Background: an optimization exercise with open tools, aiming at small area, a short achievable clock period and few clock cycles. Do not read the settings as production practice.
Only simulation tests tie the RTL to the original design; equivalence was not proved.
Power figures rest on the tool's default switching activity, not on a simulated workload.

==> flow/design.v <==
`timescale 1ns / 1ps
module pfx_add #(parameter W = 16) (
    input  [W-1:0] a,
    input  [W-1:0] b,
    input          cin,
    output [W-1:0] s,
    output         cout
);
    localparam L = (W + 1 > 32) ? 6 : (W + 1 > 16) ? 5 : (W + 1 > 8) ? 4 : (W + 1 > 4) ? 3 : 2;
    wire [W:0] g [0:L];
    wire [W:0] p [0:L];
    assign g[0] = {a & b, cin};
    assign p[0] = {a ^ b, 1'b0};
    genvar l, k;
    generate
        for (l = 0; l < L; l = l + 1) begin : lv
            for (k = 0; k <= W; k = k + 1) begin : bt
                if (((k >> l) & 1) == 1) begin : cmb
                    localparam integer J = ((k >> l) << l) - 1;
                    assign g[l+1][k] = g[l][k] | (p[l][k] & g[l][J]);
                    assign p[l+1][k] = p[l][k] & p[l][J];
                end else begin : pas
                    assign g[l+1][k] = g[l][k];
                    assign p[l+1][k] = p[l][k];
                end
            end
        end
    endgenerate
    assign s    = (a ^ b) ^ g[L][W-1:0];
    assign cout = g[L][W];
endmodule
`timescale 1ns / 1ps
module processor(
       input Clk,
       input Rst,
       output [31:0] IMemAddr,
       input  [31:0] IMemData,
       output [15:0] DMemAddr,
       output [31:0] DMemWData,
       output DMemWE,
       input  [31:0] DMemRData
    );
    integer i;
    reg  [9:0]  pc;
    reg  [31:0] ir;
    reg         d_v;
    reg  [10:0] d_pc1;      
    reg         d_pt;       
    reg         d_jf;       
    reg         d_jp;       
    reg  [11:0] d_jchk;     
    reg  [9:0]  ras;        
    reg         e_we, e_fl, e_st;
    reg         e_add, e_sub, e_or, e_and, e_xor, e_not, e_pb, e_ld;
    reg  [4:0]  e_rd;
    reg         e_br;       
    reg         e_pt;       
    reg  [3:0]  e_cc;
    reg  [9:0]  e_btgt;     
    reg  [31:0] e_a, e_b;       
    reg  [15:0] e_addr;
    reg  [31:0] d_s1, d_s2;   
    reg         d_b1, d_b2;   
    reg         d_w1, d_w2;   
    reg         e_fa, e_fb;   
    reg         w_we;
    reg  [4:0]  w_rd;
    reg  [31:0] w_res;
    reg         fz, fn, fc, fv;
    reg  [31:0] rf [0:31];
    reg  [31:0] rfv;        
    assign IMemAddr  = {20'b0, pc, 2'b00};
    assign DMemAddr  = e_addr;
    assign DMemWData = eb;
    assign DMemWE    = e_st;
    wire [31:0] ea  = e_fa ? w_res : e_a;
    wire [31:0] eb  = e_fb ? (e_sub ? ~w_res : w_res) : e_b;
    wire [32:0] sum;
    pfx_add #(32) alu_add (.a(ea), .b(eb), .cin(e_sub), .s(sum[31:0]), .cout(sum[32]));
    wire al_z = e_sub ? ((ea ^ eb) == 32'hFFFFFFFF) : ((ea ^ eb) == {ea[30:0] | eb[30:0], 1'b0});
    wire al_n = sum[31];
    wire al_c = sum[32] ^ e_sub;
    wire al_v = (ea[31] == eb[31]) & (sum[31] != ea[31]);
    wire [31:0] e_alu = ({32{e_add}} & sum[31:0])
                      | ({32{e_or }} & (ea | eb))
                      | ({32{e_and}} & (ea & eb))
                      | ({32{e_xor}} & (ea ^ eb))
                      | ({32{e_not}} & ~ea)
                      | ({32{e_pb }} & eb);
    wire [31:0] e_res = e_ld ? DMemRData : e_alu;
    wire [4:0] op   = ir[31:27];
    wire is_add = op == 5'd1;
    wire is_sub = op == 5'd2;
    wire is_or  = op == 5'd3;
    wire is_and = op == 5'd4;
    wire is_not = op == 5'd5;
    wire is_xor = op == 5'd6;
    wire is_cmp = op == 5'd7;
    wire is_b   = op == 5'd8;
    wire is_jmp = op == 5'd9;
    wire is_ld  = op == 5'd10;
    wire is_ldi = op == 5'd11;
    wire is_ldx = op == 5'd12;
    wire is_st  = op == 5'd13;
    wire is_stx = op == 5'd14;
    wire [4:0] rs1 = ir[21:17];
    wire [4:0] rb  = (is_st | is_stx) ? ir[26:22] : ir[15:11];
    wire [31:0] s1 = d_s1;
    wire [31:0] s2 = d_s2;
    reg  [31:0] r1, r2;
    always @* begin
        r1 = 32'b0;
        r2 = 32'b0;
        for (i = 0; i < 32; i = i + 1) begin
            r1 = r1 | ({32{s1[i]}} & rf[i]);
            r2 = r2 | ({32{s2[i]}} & rf[i]);
        end
    end
    wire byp1 = e_we & d_b1;
    wire byp2 = e_we & d_b2;
    wire wb1 = w_we & d_w1;
    wire wb2 = w_we & d_w2;
    wire [31:0] v1d = wb1 ? w_res : r1;
    wire [31:0] v2d = wb2 ? w_res : r2;
    wire [31:0] v1f = byp1 ? e_b : v1d;
    wire stall = d_v & ~e_redir & ((is_jmp & ~d_jf) | is_ldx | is_stx) & byp1 & ~e_pb;
    wire z = e_fl ? al_z : fz;
    wire bfast = (ir[25:23] == 3'b000) | (ir[25:23] == 3'b011);
    wire taken = ((ir[25:23] == 3'b000) | z) ^ ir[26];
    reg  cbase;
    always @* begin
        case (e_cc[2:0])
            3'b000: cbase = 1'b1;
            3'b001: cbase = ~fc;
            3'b010: cbase = ~fv;
            3'b011: cbase = fz;
            3'b100: cbase = ~(fn ^ fv);
            3'b101: cbase = ~fz & ~(fn ^ fv);
            3'b110: cbase = ~fn;
            default: cbase = 1'b1;
        endcase
    end
    wire e_taken = (e_cc[2:0] != 3'b111) & (cbase ^ e_cc[3]);
    wire e_redir = e_br & (e_taken ^ e_pt);
    wire [9:0]  tgt_b = d_pc1[9:0] + ir[11:2];
    wire [11:0] jsum;
    pfx_add #(12) j_add (.a(v1f[11:0]), .b(ir[11:0]), .cin(1'b0), .s(jsum), .cout());
    wire [9:0]  tgt_j = jsum[11:2];
    wire redir_b = d_v & ~e_redir & is_b & bfast & (taken ^ d_pt);
    wire jp_ok   = d_jp & (v1f[11:0] == d_jchk);
    wire redir_j = d_v & ~e_redir & is_jmp & ~stall & ~d_jf & ~jp_ok;
    wire redirect = redir_b | redir_j;
    wire [10:0] pc_inc = {1'b0, pc} + 11'd1;
    wire       f_bt  = (IMemData[31:27] == 5'd8) & IMemData[22] &
                       (IMemData[25:23] != 3'b111) & (IMemData[26:23] != 4'b1000);
    wire [9:0] f_tgt;
    pfx_add #(10) bt_add (.a(pc), .b(IMemData[11:2]), .cin(1'b1), .s(f_tgt), .cout());
    wire        f_jmp  = IMemData[31:27] == 5'd9;
    wire        f_jf   = f_jmp & d_v & is_ldi & (IMemData[21:17] == ir[26:22]);
    wire        f_jp   = f_jmp & ~f_jf;
    wire [11:0] f_jtgt, f_jchk;
    pfx_add #(12) jf_add (.a(ir[11:0]), .b(IMemData[11:0]), .cin(1'b0), .s(f_jtgt), .cout());
    pfx_add #(12) jc_add (.a({ras, 2'b00}), .b(~IMemData[11:0]), .cin(1'b1), .s(f_jchk), .cout());
    wire [15:0] addr_sum;
    pfx_add #(16) a_add (.a((is_ldx | is_stx) ? v1f[15:0] : 16'b0), .b(ir[15:0]), .cin(1'b0), .s(addr_sum), .cout());
    wire [9:0]  pc_nxt = e_redir ? e_btgt :
                         redir_j ? tgt_j :
                         redir_b ? (d_pt ? d_pc1[9:0] : tgt_b) :
                         stall   ? pc    :
                         f_jf    ? f_jtgt[11:2] :
                         f_jp    ? ras   :
                         f_bt    ? f_tgt : pc_inc[9:0];
    wire dv = d_v & ~stall & ~e_redir;
    wire        b_reg = ~is_ldi & ~is_jmp & (is_st | is_stx | ~ir[16]);
    wire        b_inv = is_sub | is_cmp;
    wire [31:0] sx16  = {{16{ir[15]}}, ir[15:0]};
    wire [31:0] b_imm = is_ldi ? {{10{ir[21]}}, ir[21:0]} :
                        is_jmp ? {19'b0, d_pc1, 2'b00} :
                        b_inv  ? ~sx16 : sx16;
    wire [31:0] nir   = stall ? ir : IMemData;
    wire        n_sst = (nir[31:27] == 5'd13) | (nir[31:27] == 5'd14);
    wire [4:0]  n_rs1 = nir[21:17];
    wire [4:0]  n_rb  = n_sst ? nir[26:22] : nir[15:11];
    wire [31:0] rfv_n = Rst ? 32'b0 : (rfv | ({31'b0, w_we} << w_rd));
    always @(posedge Clk) begin
        if (Rst) begin
            pc  <= 10'b0;
            d_v <= 1'b0;
            ras <= 10'b0;
        end else begin
            if (dv & is_jmp & ir[16])
                ras <= d_pc1[9:0];
            pc <= pc_nxt;
            if (e_redir)
                d_v <= 1'b0;
            else if (!stall)
                d_v <= ~redirect;
        end
        if (!stall) begin
            ir    <= IMemData;
            d_pc1 <= pc_inc;
            d_pt  <= f_bt;
            d_jf  <= f_jf;
            d_jp  <= f_jp;
            d_jchk <= f_jchk;
        end
        d_s1 <= (32'b1 << n_rs1) & rfv_n;
        d_s2 <= (32'b1 << n_rb)  & rfv_n;
        d_b1 <= ir[26:22] == n_rs1;
        d_b2 <= ir[26:22] == n_rb;
        d_w1 <= e_rd == n_rs1;
        d_w2 <= e_rd == n_rb;
    end
    always @(posedge Clk) begin
        if (Rst) begin
            e_we <= 1'b0;
            e_fl <= 1'b0;
            e_st <= 1'b0;
            e_br <= 1'b0;
        end else begin
            e_br <= dv & is_b & ~bfast;
            e_we <= dv & (is_add | is_sub | is_or | is_and | is_not | is_xor |
                          is_ld | is_ldi | is_ldx | (is_jmp & ir[16]));
            e_fl <= dv & (is_add | is_sub | is_cmp);
            e_st <= dv & (is_st | is_stx);
        end
        e_add  <= is_add | is_sub | is_cmp;
        e_sub  <= is_sub | is_cmp;
        e_or   <= is_or;
        e_and  <= is_and;
        e_xor  <= is_xor;
        e_not  <= is_not;
        e_pb   <= is_ldi | is_jmp;
        e_ld   <= is_ld | is_ldx;
        e_rd   <= ir[26:22];
        e_cc   <= ir[26:23];
        e_pt   <= d_pt;
        e_btgt <= d_pt ? d_pc1[9:0] : tgt_b;
        e_a    <= v1d;
        e_fa   <= byp1;
        e_b    <= b_reg ? (b_inv ? ~v2d : v2d) : b_imm;
        e_fb   <= byp2 & b_reg;
        e_addr <= addr_sum;
    end
    always @(posedge Clk) begin
        if (Rst) begin
            fz <= 1'b0; fn <= 1'b0; fc <= 1'b0; fv <= 1'b0;
        end else if (e_fl) begin
            fz <= al_z; fn <= al_n; fc <= al_c; fv <= al_v;
        end
    end
    always @(posedge Clk) begin
        if (Rst)
            w_we <= 1'b0;
        else
            w_we <= e_we;
        w_rd  <= e_rd;
        w_res <= e_res;
        if (w_we)
            rf[w_rd] <= w_res;
        rfv <= rfv_n;
    end
endmodule
clock: 12.0 ns
lec_check: 0
cap_margin: 20
core_margin: 2
core_utilization: 30
place_density: 0.4
slew_margin: 20
standard.sh (not shown) runs the stock make flow with config.mk's settings and CLKGATE_MAP_FILE= SYNTH_SCRIPT=/design/flow/synth_recipe.tcl, a recipe that flattens the netlist after the stock synthesis.
==> flow/flow/run.sh <==
#!/bin/bash
set -euo pipefail
bash standard.sh SETUP_SLACK_MARGIN=8 TNS_END_PERCENT=100 finish > standard_flow.log 2>&1
Testbench counts at the start, summed over its fixed seeds: cycles 110,310.
==> next run, changes <==
--- a/flow/design.v
+++ b/flow/design.v
@@ -62,8 +62,9 @@
     reg  [31:0] d_s1, d_s2;   
     reg         d_b1, d_b2;   
     reg         d_w1, d_w2;   
     reg         e_fa, e_fb;   
+    reg         e_fbn, e_fbi; 
     reg         w_we;
     reg  [4:0]  w_rd;
     reg  [31:0] w_res;
     reg         fz, fn, fc, fv;
@@ -73,9 +74,9 @@
     assign DMemAddr  = e_addr;
     assign DMemWData = eb;
     assign DMemWE    = e_st;
     wire [31:0] ea  = e_fa ? w_res : e_a;
-    wire [31:0] eb  = e_fb ? (e_sub ? ~w_res : w_res) : e_b;
+    wire [31:0] eb  = e_fbn ? w_res : e_fbi ? ~w_res : e_b;
     wire [32:0] sum;
     pfx_add #(32) alu_add (.a(ea), .b(eb), .cin(e_sub), .s(sum[31:0]), .cout(sum[32]));
     wire al_z = e_sub ? ((ea ^ eb) == 32'hFFFFFFFF) : ((ea ^ eb) == {ea[30:0] | eb[30:0], 1'b0});
     wire al_n = sum[31];
@@ -124,9 +125,10 @@
     wire [31:0] v2d = wb2 ? w_res : r2;
     wire [31:0] v1f = byp1 ? e_b : v1d;
     wire stall = d_v & ~e_redir & ((is_jmp & ~d_jf) | is_ldx | is_stx) & byp1 & ~e_pb;
     wire z = e_fl ? al_z : fz;
-    wire bfast = (ir[25:23] == 3'b000) | (ir[25:23] == 3'b011);
+    wire bfast = (ir[25:23] == 3'b000) |
+                 ((ir[25:23] == 3'b011) & ~(e_fl & (e_fa | e_fb)));
     wire taken = ((ir[25:23] == 3'b000) | z) ^ ir[26];
     reg  cbase;
     always @* begin
         case (e_cc[2:0])
@@ -239,8 +241,10 @@
         e_a    <= v1d;
         e_fa   <= byp1;
         e_b    <= b_reg ? (b_inv ? ~v2d : v2d) : b_imm;
         e_fb   <= byp2 & b_reg;
+        e_fbn  <= byp2 & b_reg & ~b_inv;
+        e_fbi  <= byp2 & b_reg & b_inv;
         e_addr <= addr_sum;
     end
     always @(posedge Clk) begin
         if (Rst) begin
After rerunning: Via count hardly moves; clock power goes up by about 4%; hold slack gets worse by 0.020 ns; global-route usage falls by 0.60 points; wire length is about the same; register-to-register slack got worse by 0.07 ns; design area is higher by 0.31%; final cell count hardly moves; synthesized cell count stays flat; core utilization came out lower by 0.26 points.
Testbench counts after the change, summed over its fixed seeds: cycles 110,505.

-- separate check: timing with driven ports --
Ports are ideal in the flow. The routed layouts listed here were re-timed in OpenROAD. Step 1: set_driving_cell puts a clkbuf_16 on Clk and a buf_2 on each other input, an assumption about the parent block. Step 2 moves the port delays by t, midway between the first and last clock arrival at a register: inputs arrive t later, outputs are due t later. That takes back most of the time a late clock gives input paths. Slacks: no drivers / after step 1 / after step 2; pairs: no drivers / after step 1.
run	shift t [ns]	setup WS [ns]	slew at the worst register clock pin (ns)
the first run	0.936	7.428 / 7.342 / 6.768	0.07 / 0.07
the second run	0.930	7.375 / 7.275 / 6.807	0.07 / 0.07
After both steps every run listed still meets setup and hold. For the first run, which loses most, drivers alone change the setup slack by -0.086 ns; drivers and shift together by -0.660 ns.
